This design comes from an exercise in tuning for small area on the open sky130 flow, not from production work. Only simulation tests tie the RTL to the original design; equivalence was not proved. The clock cells of this run come from the design's own scripts or RTL, not from TritonCTS. No driver is modelled on the clock port, so clock power and skew are understated where the tree is cut down; a real chip needs a root buffer or a tree. Power and IR drop assume default switching activity.

--- standard.sh ---
#!/bin/bash
# synth_recipe.tcl (not shown) runs the flow's synth.tcl, then flattens the netlist and writes it again
# the make line also repeats each setting of config.mk as NAME=value (left out here)
make -C /OpenROAD-flow-scripts/flow DESIGN_CONFIG=/design/flow/config.mk WORK_HOME=/design/flow/orfs CLKGATE_MAP_FILE= SYNTH_SCRIPT=/design/flow/synth_recipe.tcl "${@:-finish}"
--- flow/run.sh ---
#!/bin/bash
# Own layout flow: the standard ORFS flow (standard.sh) with these changes
#  - synthesis: the standard flow's synthesis script with the logic mapped by an
#    area-oriented ABC script, run with twelve random seeds keeping the
#    smallest result (flow/synth.tcl, flow/area.abc), and without
#    ORFS's half/full-adder extraction (ADDER_MAP_FILE empty), so ABC maps
#    that logic as well; registers are untouched;
#  - after floorplan, every cell is swapped for the smallest cell of its
#    family (same function, lowest drive); repair_design later upsizes
#    whatever slew or load limits need (flow/downsize.tcl);
#  - the port buffers are buf_1 rather than the delay-buffer cell;
#  - the clock tree is four clkbuf_8, each driving a quarter of the
#    flip-flops, all four driven by the clock port (flow/pre_cts.tcl).
# Output of the whole make run goes to flow_make.log in the work folder.
set -euo pipefail
W=$PWD
export FLOW_SYNTH_TCL=$W/synth_recipe.tcl
export FLOW_ABC_SCRIPT=$W/flow/area.abc
export FLOW_ABC_SEEDS="0 1 2 3 4 5 6 7 8 9 10 11"
export POST_FLOORPLAN_TCL=$W/flow/downsize.tcl
export BUFFER_PORTS_ARGS="-buffer_cell sky130_fd_sc_hd__buf_1"
export PRE_CTS_TCL=$W/flow/pre_cts.tcl
export CLKBUF_CELL=sky130_fd_sc_hd__clkbuf_8
export CLK_CLUSTERS=4
sed -e "s#SYNTH_SCRIPT=[^ ]*#SYNTH_SCRIPT=$W/flow/synth.tcl ADDER_MAP_FILE=#" standard.sh > flow_standard.sh
grep -q "SYNTH_SCRIPT=$W/flow/synth.tcl" flow_standard.sh
bash flow_standard.sh > "$W/flow_make.log" 2>&1
--- flow/downsize.tcl ---
# Swap every cell for the smallest-area cell of the same family
# (sky130_fd_sc_hd__<function>_<drive>), skipping cells on DONT_USE_CELLS.
proc ds_dont_use { name } {
  foreach p $::env(DONT_USE_CELLS) {
    if { [string match $p $name] } { return 1 }
  }
  return 0
}
set ds_db [ord::get_db]
array unset ds_best
foreach lib [$ds_db getLibs] {
  foreach m [$lib getMasters] {
    set n [$m getName]
    if { ![regexp {^(sky130_fd_sc_hd__.+)_([0-9]+)$} $n -> fam drv] } { continue }
    if { [ds_dont_use $n] } { continue }
    if { [$m getType] ne "CORE" } { continue }
    set a [expr { [$m getWidth] * [$m getHeight] }]
    if { ![info exists ds_best($fam)] || $a < [lindex $ds_best($fam) 1] } {
      set ds_best($fam) [list $m $a]
    }
  }
}
set ds_n 0
foreach inst [[ord::get_db_block] getInsts] {
  set m [$inst getMaster]
  set n [$m getName]
  if { ![regexp {^(sky130_fd_sc_hd__.+)_([0-9]+)$} $n -> fam drv] } { continue }
  if { ![info exists ds_best($fam)] } { continue }
  lassign $ds_best($fam) bm ba
  if { $ba < [expr { [$m getWidth] * [$m getHeight] }] } {
    $inst swapMaster $bm
    incr ds_n
  }
}
puts "downsize: swapped $ds_n cells for smaller ones of the same family"
--- flow/area.abc ---
strash
ifraig
dc2
strash
&get -n
&deepsyn -J 100 -T 120
&put
strash
&get -n
&dch -f
&nf -a -R 1000
&put
topo
--- flow/pre_cts.tcl ---
# Clock tree made here instead of by TritonCTS: the clock pins are split into
# CLK_CLUSTERS groups of equal size by position, and each group gets one clock
# buffer (CLKBUF_CELL) at its centre, driven by the clock port.
proc clock_tree_synthesis { args } {
  puts "clock_tree_synthesis skipped: the clock tree comes from flow/pre_cts.tcl"
}
set ct_cell sky130_fd_sc_hd__clkbuf_8
if { [info exists ::env(CLKBUF_CELL)] } { set ct_cell $::env(CLKBUF_CELL) }
set ct_k 4
if { [info exists ::env(CLK_CLUSTERS)] } { set ct_k $::env(CLK_CLUSTERS) }
set ct_block [ord::get_db_block]
set ct_master [[ord::get_db] findMaster $ct_cell]
set ct_clk [$ct_block findNet clk]
set ct_sinks [$ct_clk getITerms]
set ct_pts {}
foreach it $ct_sinks {
  set b [[$it getInst] getBBox]
  lappend ct_pts [list [expr { ([$b xMin] + [$b xMax]) / 2 }] [expr { ([$b yMin] + [$b yMax]) / 2 }]]
}
set ct_n [llength $ct_pts]
# groups of equal size: halve by x, then halve each half by y (ct_k is 2 or 4),
# or by x alone into ct_k slices (ct_k is 3)
proc ct_split { idx pts axis parts } {
  set sorted [lsort -integer -index 1 [lmap i $idx { list $i [lindex [lindex $pts $i] $axis] }]]
  set n [llength $sorted]
  set out {}
  for { set k 0 } { $k < $parts } { incr k } {
    set lo [expr { $k * $n / $parts }]
    set hi [expr { ($k + 1) * $n / $parts - 1 }]
    lappend out [lmap e [lrange $sorted $lo $hi] { lindex $e 0 }]
  }
  return $out
}
set ct_all {}
for { set i 0 } { $i < $ct_n } { incr i } { lappend ct_all $i }
if { $ct_k == 4 } {
  set ct_groups {}
  foreach half [ct_split $ct_all $ct_pts 0 2] {
    lappend ct_groups {*}[ct_split $half $ct_pts 1 2]
  }
} else {
  set ct_groups [ct_split $ct_all $ct_pts 0 $ct_k]
}
set ct_asg [lrepeat $ct_n 0]
set ct_c {}
set k 0
foreach g $ct_groups {
  set sx 0; set sy 0
  foreach i $g {
    lset ct_asg $i $k
    incr sx [lindex [lindex $ct_pts $i] 0]
    incr sy [lindex [lindex $ct_pts $i] 1]
  }
  lappend ct_c [list [expr { $sx / [llength $g] }] [expr { $sy / [llength $g] }]]
  incr k
}
for { set k 0 } { $k < $ct_k } { incr k } {
  set buf [odb::dbInst_create $ct_block $ct_master clkbuf_leaf_$k]
  set net [odb::dbNet_create $ct_block clknet_leaf_$k]
  $net setSigType CLOCK
  set m 0
  foreach it $ct_sinks a $ct_asg {
    if { $a == $k } {
      $it disconnect
      $it connect $net
      incr m
    }
  }
  [$buf findITerm A] connect $ct_clk
  [$buf findITerm X] connect $net
  $buf setLocation [lindex [lindex $ct_c $k] 0] [lindex [lindex $ct_c $k] 1]
  $buf setPlacementStatus PLACED
  puts "clock tree: $ct_cell clkbuf_leaf_$k drives $m clock pins"
}
set_propagated_clock [all_clocks]
--- design.v ---
module seven_seg_controller (
    input clk,
    input reset,
    input avs_address,
    input avs_write,
    input [15:0] avs_writedata,
    output avs_waitrequest,
    output reg sr_data,
    output reg sr_clk,
    output reg sr_latch
);
    assign avs_waitrequest = 1'b0;
    localparam [5:0] ST_LOAD = 6'd0;
    localparam [5:0] ST_IDLE = 6'd25;
    reg        first;          
    reg [15:0] display_raw;    
    reg        display_ok;     
    reg [1:0]  digit_sel;
    reg [10:0] divq;           
    localparam [10:0] DIV_INV = 11'b010_1010_1010;
    wire [10:0] div = divq ^ DIV_INV;   
    reg        cyc11;          
    reg [10:0] tks;            
    reg        cyc23;          
    reg [17:0] rfq;            
    localparam [17:0] RFR_INV = 18'b10_1010_1010_1010_1010;
    wire [17:0] rfr = rfq ^ RFR_INV;    
    reg [3:0]  f_code;         
    reg [1:0]  f_digit;        
    reg [5:0]  st;
    wire div_z  = ~|div[9:0];
    wire div_fb = div[10] ^ div[1] ^ div_z;
    wire div_end = div[10] & div_z;              
    wire tks_z  = ~|tks[9:0];
    wire tks_fb = tks[10] ^ tks[1] ^ tks_z;
    wire rfr_z  = ~|rfr[16:0];
    wire rfr_fb = rfr[17] ^ rfr[6] ^ rfr_z;
    wire wr      = avs_write & ~avs_address;
    wire debug   = display_ok & (&display_raw);
    wire tick    = cyc11 & div_end & ~first;    
    wire refresh = ~debug & rfr[17] & rfr_z & ~first;
    wire shifting = st[5];
    wire is_load  = ~st[5] & ~st[4];
    wire is_idle  = ~st[5] & ~st[2] & ~st[1] & st[0];
    wire is_hold  = ~st[5] & st[4] & (st[2] | (st[1] & st[0]));   
    wire        st_en = tick & ~is_idle;
    reg  [5:0]  st_c;
    integer i;
    always @(*) begin
        st_c[0] = st_en;
        for (i = 1; i < 6; i = i + 1)
            st_c[i] = st_c[i-1] & ~st[i-1];
    end
    wire [3:0] cur_code = display_raw[digit_sel*4 +: 4] & {4{display_ok}};
    localparam [15:0] SEG0 = 16'b1111110000010010;
    localparam [15:0] SEG1 = 16'b1111110001100000;
    localparam [15:0] SEG2 = 16'b1111110000000100;
    localparam [15:0] SEG3 = 16'b1111110010010010;
    localparam [15:0] SEG4 = 16'b1111111010111010;
    localparam [15:0] SEG5 = 16'b1111110010001110;
    localparam [15:0] SEG6 = 16'b1111110010000011;
    wire [7:0] seg = {1'b1, SEG6[f_code], SEG5[f_code], SEG4[f_code], SEG3[f_code],
                      SEG2[f_code], SEG1[f_code], SEG0[f_code]};
    wire frame_bit = ~st[4] ? (~st[3] & (~st[2:1] == f_digit)) : seg[st[3:1]];
    always @(posedge clk or posedge reset) begin
        if (reset) begin
            first      <= 1'b1;
            display_ok <= 1'b0;
            sr_data    <= 1'b0;
            sr_clk     <= 1'b0;
            sr_latch   <= 1'b0;
        end else begin
            first <= 1'b0;
            if (wr)
                display_ok <= 1'b1;
            if (debug) begin
                sr_data  <= 1'b0;
                sr_clk   <= 1'b0;
                sr_latch <= cyc23;
            end else begin
                if (tick) begin
                    sr_clk   <= shifting & ~st[0];
                    sr_latch <= is_hold;
                    if (shifting)
                        sr_data <= frame_bit;
                    else if (is_idle)
                        sr_data <= 1'b0;
                end
            end
        end
    end
    always @(posedge clk) begin
        if (wr)
            display_raw <= avs_writedata;
        if (first) begin
            divq  <= 11'd1 ^ DIV_INV;
            cyc11 <= 1'b0;
        end else begin
            divq  <= {div[9:0], div_fb} ^ DIV_INV;
            cyc11 <= cyc11 ^ div_end;
        end
        if (first) begin
            digit_sel <= 2'd0;
            cyc23     <= 1'b0;
        end else begin
            digit_sel <= digit_sel ^ {refresh & digit_sel[0], refresh};
            cyc23     <= cyc23 ^ (tick & tks[10] & tks_z);
        end
        if (first)
            tks <= 11'd0;
        else if (tick)
            tks <= {tks[9:0], tks_fb};
        if (wr && !refresh)
            rfq <= 18'h20000 ^ RFR_INV;
        else if (first)
            rfq <= 18'd1 ^ RFR_INV;
        else
            rfq <= {rfr[16:0], rfr_fb} ^ RFR_INV;
        if (first || debug)
            st <= ST_IDLE;
        else if (st_en)
            st <= st ^ st_c;
        else if (refresh)
            st <= ST_LOAD;
        if (tick && is_load) begin
            f_code  <= cur_code;
            f_digit <= digit_sel;
        end
    end
endmodule
--- constraint.sdc ---
create_clock -name core_clock -period 10.0 [get_ports {clk}]
set_input_delay 2.0000 -clock core_clock [delete_from_list [all_inputs] [get_ports {clk}]]
set_output_delay 2.0000 -clock core_clock [all_outputs]
set_load 0.01 [all_outputs]
--- flow/synth.tcl ---
# The standard flow's synthesis script (synth_recipe.tcl in the work folder), run unchanged
# except for how ABC maps the logic: with the area-oriented script in
# FLOW_ABC_SCRIPT instead of ORFS's speed script, once for each random seed
# of its &deepsyn step in FLOW_ABC_SEEDS, keeping the smallest result. The
# registers are mapped before ABC runs, so they are the same as in the
# standard synthesis.
proc abc { args } {
  set i [lsearch -exact $args -script]
  set lib [lindex $args [expr { [lsearch -exact $args -liberty] + 1 }]]
  yosys design -save flow_pre_abc
  set best_area -1
  set best_seed -1
  foreach seed $::env(FLOW_ABC_SEEDS) {
    yosys design -load flow_pre_abc
    set f [open $::env(FLOW_ABC_SCRIPT) r]
    set script [read $f]
    close $f
    set tmp [file join $::env(OBJECTS_DIR) abc_seed_$seed.script]
    set g [open $tmp w]
    puts -nonewline $g [string map [list "&deepsyn " "&deepsyn -S $seed "] $script]
    close $g
    set a $args
    lset a [expr { $i + 1 }] $tmp
    yosys abc {*}$a
    set st [tee -q -s result.string stat -liberty $lib]
    set area 1e9
    regexp {Chip area for module[^:]*:\s*([0-9.]+)} $st -> area
    puts "flow abc: seed $seed, area $area"
    if { $best_area < 0 || $area < $best_area } {
      set best_area $area
      set best_seed $seed
      yosys design -save flow_best_abc
    }
  }
  puts "flow abc: keeping seed $best_seed, area $best_area"
  yosys design -load flow_best_abc
}
source $::env(FLOW_SYNTH_TCL)
--- config.mk ---
export PLATFORM = sky130hd
export DESIGN_NAME = seven_seg_controller
export DESIGN_NICKNAME = seven_seg_controller
export VERILOG_FILES = /design/flow/design.v
export SDC_FILE = /design/flow/constraint.sdc
export NUM_CORES = 4
export LEC_CHECK = 0
export CAP_MARGIN = 20
export CORE_MARGIN = 2
export CORE_UTILIZATION = 40
export SLEW_MARGIN = 20
==> impl_results.md <==
* Hold Vio Cnt, Final at 0
* Layout Area Growth over Synthesis at 9.27%
* Critical-path cell list: buf_1 > nor2b_1 > buf_4 > or2_0 > nor2_1
* Die ar. at between 0.007 and 0.008 sq mm
* Worst min path class: reg -> reg
* LEAKAGE at 1.07 nW
* DR vias/cell at around 5.2
* CP max FO at 21
* CP peak stage delay at 0.40 ns
* Commonest cells in the netlist: dfxtp_1, nand2_1, nor2_1, edfxtp_1, a21oi_1
* Worst path arrival time at 2.92 ns
* Startpoint types: input port
* Critical R2R Launch: divq[7]
* Vias post-DR at roughly 1,800
* Wire length per cell at 13.2 microns
* Outcome: complete, no violations
* Postcts setup bufs at 0
* DRT Pass-1 Iters at 5
* Multi-input gate area at 910 sq um
* Final Max Slew Viols at 0
* Chip Height at 86.2 microns
* Finished Layout Cells at 351
* RSZ-0062 raised after global routing: false
* GRT Overall Usage at 0.129
* Post-Route WL at 4.62 mm
* Setup tns final at 0 ns
* First-pass GRT wire length at 8.09 mm
* EDFF count, synth at 22
* Cell Pwr Density at 160 mW/mm^2
* Crit path from: avs_write
* Pin count of the biggest net entering global routing at 22
* CP endpoint kind: flop
* WS Path Type: in -> reg
* WP buf/inv at 2
* Worst relative slew slack at 0.448
* CP max stage cell: or2_0
* R2R setup slack at 7.30 ns
* FILL cells at 613
* Final core utilization at 0.459
* Slew at the pin with the worst max-slew slack at 0.826 ns
* Maxcap violations at 0
* Hold_buf cts at 0
* Top cells by area, synth: dfxtp_1, edfxtp_1, nand2_1
* Min Hold Slack at 0.394 ns
* Yosys reg bits at 77
* Row cnt at 29
* Diodes inserted at 0
* Yosys cell types at 33
* Synth async-reset ratio at 0.0649
* Hold Crit Start: rfq[8]
* Grt ovf at 0
* Most numerous cell in the Yosys netlist: dfxtp_1
* Clock skew after layout at around 0.0092 ns
* Width of the die at 86.2 microns
* Top delay family on crit path: simple AND/OR/NAND/NOR gates
* Fmax at 0.348 GHz
* Initial core utilization at 0.420
* Vias in the first global route at ~1,800
* CP required at 10.05 ns
* Synthesized instance count at about 250
* Starting DRT DRC Count at 107
* Storage cell area at 0.00179 sq mm
* Primary FF master, synth: dfxtp_1
* Yosys top cell by area: dfxtp_1
* Max VDD drop at around 110 uV
* Post-DRT Antenna Nets at 0
* Nets at 296
* Port bufs at 22
* Clock Latency Late Sink at 0.17 ns
* Initial antenna violation count at 0
* I/O pin total at 24
* Mapped Area at 0.00270 sq mm
* Post-synthesis sequential area ratio at 0.662
* Gpl congestion at 0.787
* Mean Syn Cell Area at 10.9 sq um
* Layout cells sized above 1 at 0.0292
* Post-cts sizing count at 0
* Number of synthesis warnings at 1
* CTS clk-pin slew, worst paths at around 0.1 ns
* Final period utilization at 0.287
* Tmin final at 2.87 ns
* Number of setup violations in the final report at 0
* Residual DRC at 0
* DP Cell Count at ~350
* DPL Wire Length at 3.35 mm
* Core area at 0.00642 sq mm
* Top-area cell type share of the netlist area at 0.371
registers in the layout (all words and copies together) (netlist names):
| name | cells |
|---|---|
| rfq | 18 |
| display_raw | 16 |
| divq | 11 |
| tks | 11 |
| st | 6 |
| f_code | 4 |
| digit_sel | 2 |
| f_digit | 2 |
| cyc11 | 1 |
| cyc23 | 1 |
| display_ok | 1 |
| first | 1 |
| sr_clk | 1 |
| sr_data | 1 |
| sr_latch | 1 |
kinds of logic after synthesis:
group / synth area share
AND/OR/NAND/NOR: 0.199
flip-flops: 0.662
AO/OA/AOI/OAI: 0.114
XOR/XNOR: 0.0162
buffers and inverters: 0.00695
other: 0.00139
final timing paths:
check                        endpoint  cells after the start
max                            rfq[8]                      5
min                            rfq[9]                      1
max reg2reg                   sr_data                      9
min reg2reg                    rfq[9]                      1
max in group asynchronous       first                      2
min in group asynchronous  display_ok                      2
per-layer routing:
metal,up-vias,track usage,share of wire
li1,951,-,-
met1,834,0.189,0.50
met2,42,0.216,0.45
met3,6,0.00770,0.040
met4,0,0.0159,0.016
met5,-,0,0
where the power goes:
part            total, W  internal (W)  switching (W)
logic          0.0000223    0.00000937      0.0000129
clock network   0.000111     0.0000374      0.0000733
registers       0.000338      0.000331     0.00000701
total           0.000471      0.000377      0.0000932
stage by stage:
| stage | worst slack [ns] | total power [W] | cell area [sq um] |
|---|---|---|---|
| 2_1_floorplan | 6.56 | 0.000358 | 2700 |
| 3_3_place_gp | 6.98 | 0.000367 | 2880 |
| 3_5_place_dp | 6.96 | 0.000367 | 2880 |
| 4_1_cts | 7.14 | 0.000474 | 2940 |
| 5_1_grt | 6.84 | 0.000490 | 2950 |
| 6_report | 7.13 | 0.000471 | 2950 |
layout by cell type (no fill, tap or decap), types with 5 or more instances in the layout:
cell type | netlist | final
dfxtp_1 | 50 | 50
nand2_1 | 39 | 39
nor2_1 | 32 | 32
edfxtp_1 | 22 | 22
buf_1 | 0 | 22
a21oi_1 | 13 | 13
a22o_1 | 11 | 11
o21ai_0 | 10 | 10
nor3_1 | 7 | 7
nor4_1 | 7 | 5
nand3_1 | 5 | 5
xnor2_1 | 5 | 5
final cells by class:
class,instances,share of cell area
sequential,77,0.606
multi-input combinational,167,0.308
tap,77,0.0327
timing repair buffer,23,0.0305
buffer,4,0.0187
inverter,3,0.00382

[separate check: timing with driven ports]
How much do the figures lean on ideal ports? The routed layout below was timed once more, with nothing changed but the port constraints.
Step 1, drivers: a clkbuf_16 drives clk and a buf_2 each remaining input, both assumed.
Step 2 adds t to the input delays and takes it off the output delays; t is the mean of the earliest and latest rising clock arrival at the registers after step 1. Input paths then give back, and output paths get back, about the clock's delay inside the block.
Three values: no drivers, after step 1, after step 2; two values: the first two.
shift t [ns]: 0.217
setup WS [ns]: 7.127 / 7.156 / 6.938
worst hold slack (ns): 0.394 / 0.394 / 0.394
worst setup path at the end: input to register
slew at the worst register clock pin (ns): 0.11 / 0.11
After both steps this run still meets setup and hold. The setup slack of this run moves by +0.029 ns with the drivers and by -0.189 ns with both steps.
